This design comes from an exercise in tuning for small area and a short achievable clock period on the open sky130 flow, not from production work.
In this exercise RTL edits were held to simulation tests only and were not proved equivalent to the original.
Power and IR drop assume default switching activity.

## build 52
## multiply_accumulate
module multiply_accumulate(
  clk,
  aresetn,
  reset,
  data,
  multi,
  result,
  overflow
);
  parameter I_OPP_W = 16;
  parameter O_OPP_W = 2 * I_OPP_W;
  input clk;
  input aresetn;
  input reset;
  input [I_OPP_W - 1:0] data;
  input [I_OPP_W - 1:0] multi;
  output reg [O_OPP_W - 1:0] result;
  output reg overflow;
  wire [16:0] bx = {multi, 1'b0};
  wire [7:0] one, two, neg;
  genvar g;
  generate for (g = 0; g < 8; g = g + 1) begin : enc
    assign one[g] = bx[2*g+1] ^ bx[2*g];
    assign two[g] = (bx[2*g+2] & ~bx[2*g+1] & ~bx[2*g]) | (~bx[2*g+2] & bx[2*g+1] & bx[2*g]);
    assign neg[g] = bx[2*g+2];
  end endgenerate
  wire [31:0] prod;
  multiplier_int u0(.clk(clk), .a(data), .one(one), .two(two), .neg(neg), .b(multi), .p(prod));
  localparam ND = 15;
  reg [30:0] pd [0:ND-2];
  integer i;
  always @(posedge clk) begin
    pd[0] <= prod[30:0];
    for (i = 1; i < ND - 1; i = i + 1)
      pd[i] <= pd[i-1];
  end
  wire [30:0] pp = pd[ND-2];
  wire [31:0] pfull = {pp[30] & (|pp[29:0]), pp};
  reg [4:0] cnt;
  reg [31:0] q;
  always @(posedge clk, negedge aresetn) begin
    if (aresetn == 0) begin
      cnt <= 0;
      q <= 0;
    end else begin
      if (cnt != 5'd16)
        cnt <= cnt + 5'd1;
      q <= (cnt == 5'd16) ? pfull : 32'd0;
    end
  end
  always @(posedge clk, negedge aresetn) begin
    if (aresetn == 0) begin
      result <= 0;
      overflow <= 0;
    end else if (reset == 1) begin
      result <= 0;
      overflow <= 0;
    end else begin
      result <= result + q;
      overflow <= result[O_OPP_W - 1] ^ q[31];
    end
  end
endmodule
Size: roughly 630 flip-flops, roughly 68 I/O pins.
export LEC_CHECK = 0
export CAP_MARGIN = 20
export CORE_MARGIN = 2
export CORE_UTILIZATION = 65
export CTS_BUF_LIST = sky130_fd_sc_hd__clkbuf_8
export CTS_CLUSTER_DIAMETER = 60
export CTS_CLUSTER_SIZE = 15
export SETUP_SLACK_MARGIN = 2.2
export SLEW_MARGIN = 20
export TNS_END_PERCENT = 5
create_clock -name core_clock -period 4.5 [get_ports {clk}]
standard.sh (not shown) runs the stock make flow with config.mk's settings and CLKGATE_MAP_FILE= SYNTH_SCRIPT=/design/flow/synth_recipe.tcl, a recipe that flattens the netlist after the stock synthesis.
==> flow/flow/run.sh <==
#!/bin/bash
bash standard.sh MATCH_CELL_FOOTPRINT=0 "BUFFER_PORTS_ARGS=-buffer_cell sky130_fd_sc_hd__buf_1" finish > standard.log 2>&1
Build 52 reached the final stage; the timing, design-rule and antenna checks on its layout passed.
Here is what was changed in the inputs of build 98 compared with build 52.
# build 52
export LEC_CHECK = 0
export CAP_MARGIN = 20
export CORE_MARGIN = 2
export CORE_UTILIZATION = 65
export CTS_BUF_LIST = sky130_fd_sc_hd__clkbuf_8
export CTS_CLUSTER_DIAMETER = 60
export CTS_CLUSTER_SIZE = 15
export SETUP_SLACK_MARGIN = 2.2
export SLEW_MARGIN = 20
export TNS_END_PERCENT = 5
create_clock -name core_clock -period 4.5 [get_ports {clk}]
# build 98
export LEC_CHECK = 0
export CAP_MARGIN = 20
export CORE_MARGIN = 2
export CORE_UTILIZATION = 40
export SETUP_SLACK_MARGIN = 2.0
export SLEW_MARGIN = 20
create_clock -name core_clock -period 4.5 [get_ports {clk}]
==> flow/run.sh (new file) <==
#!/bin/bash
# synth_recipe.tcl (not shown) runs the flow's synth.tcl, then flattens the netlist and writes it again
# the make line also repeats each setting of config.mk as NAME=value (left out here)
make -C /OpenROAD-flow-scripts/flow DESIGN_CONFIG=/design/flow/config.mk WORK_HOME=/design/flow/orfs CLKGATE_MAP_FILE= SYNTH_SCRIPT=/design/flow/synth_recipe.tcl finish
removed: flow/flow/run.sh
removed: flow/standard.sh
## What came out
- After detailed routing, build 52 needs less wire than build 98.
- Timing endpoint of the critical path = result[25]: build 98; timing endpoint of the critical path = pd[0][29]: build 52
- In build 98, the total power draw came out 0.0027 W above the value in build 52.
- The core of build 98 is less densely filled than that of build 52.
- Between build 52 and build 98, the flow reports clock-buffer cell count increasing by more than half.
--- input diff build 98..build 63 ---
# build 98
export LEC_CHECK = 0
export CAP_MARGIN = 20
export CORE_MARGIN = 2
export CORE_UTILIZATION = 40
export SETUP_SLACK_MARGIN = 2.0
export SLEW_MARGIN = 20
create_clock -name core_clock -period 4.5 [get_ports {clk}]
# build 63
export LEC_CHECK = 0
export CAP_MARGIN = 20
export CORE_MARGIN = 2
export CORE_UTILIZATION = 65
export CTS_BUF_LIST = sky130_fd_sc_hd__clkbuf_8
export CTS_CLUSTER_DIAMETER = 35
export CTS_CLUSTER_SIZE = 25
export SETUP_SLACK_MARGIN = 2.2
export SLEW_MARGIN = 20
export TNS_END_PERCENT = 0
create_clock -name core_clock -period 4.5 [get_ports {clk}]
==> flow/flow/run.sh (new file) <==
#!/bin/bash
export BUFFER_PORTS_ARGS="-buffer_cell sky130_fd_sc_hd__buf_1"
bash standard.sh > standard.log 2>&1
==> flow/standard.sh (new file) <==
#!/bin/bash
# synth_recipe.tcl (not shown) runs the flow's synth.tcl, then flattens the netlist and writes it again
# the make line also repeats each setting of config.mk as NAME=value (left out here)
make -C /OpenROAD-flow-scripts/flow DESIGN_CONFIG=/design/flow/config.mk WORK_HOME=/design/flow/orfs CLKGATE_MAP_FILE= SYNTH_SCRIPT=/design/flow/synth_recipe.tcl "${@:-finish}"
removed: flow/run.sh
--- outcome ---
- Compared with build 98, build 63 instantiates a smaller number of standard cells.
- Build 63 ends up with a highest achievable clock rate that is about 2.4% lower than in build 98.
- Beginning of the critical path: u0.t3_8_2 -> build 63, q[1] -> build 98
- In build 63 relative to build 98, layout buffer count excluding clock buffers had gone down by more than a quarter.
- Build 98 ended up with combinational logic as its top contributor to total power; build 63 ended up with sequential cells.
- Looking at number of DRC markers after the initial detailed-route iteration, build 63 sits below build 98.
- Diff build 98 -> build 63 | hold slack | decrease of 34 ps
- Area of the core is higher on build 98
- Build 98 -> build 63: floorplan die area decreased by more than a quarter
- Comparing build 63 and build 98, the higher area of the multi-input gates is on build 98.

==> static timing again, ports no longer ideal <==
How much do the figures lean on ideal ports? The routed layouts below were timed once more, with nothing changed but the port constraints. Step 1 assumes that a clkbuf_16 drives the clock port and a buf_2 every other input. Step 2 also shifts input and output timing later by t, the mid clock arrival at the registers, as if the neighbouring blocks saw the same clock. a / b / c = ideal ports / drivers / drivers and shift; a / b = the first two.
run | t (ns) | setup slack, ns | worst hold slack (ns) | worst data-port slew with drivers (ns)
build 52 | 0.669 | 1.857 / 1.857 / 1.857 | 0.273 / 0.246 / 0.310 | 0.04
build 98 | 0.656 | 1.907 / 1.907 / 1.752 | 0.276 / 0.276 / 0.276 | 0.04
build 63 | 0.691 | 1.844 / 1.844 / 1.798 | 0.241 / 0.216 / 0.274 | 0.03
After both steps setup and hold are still met in every run listed. For build 98, which loses most, drivers alone change the setup slack by 0.000 ns; drivers and shift together by -0.155 ns.
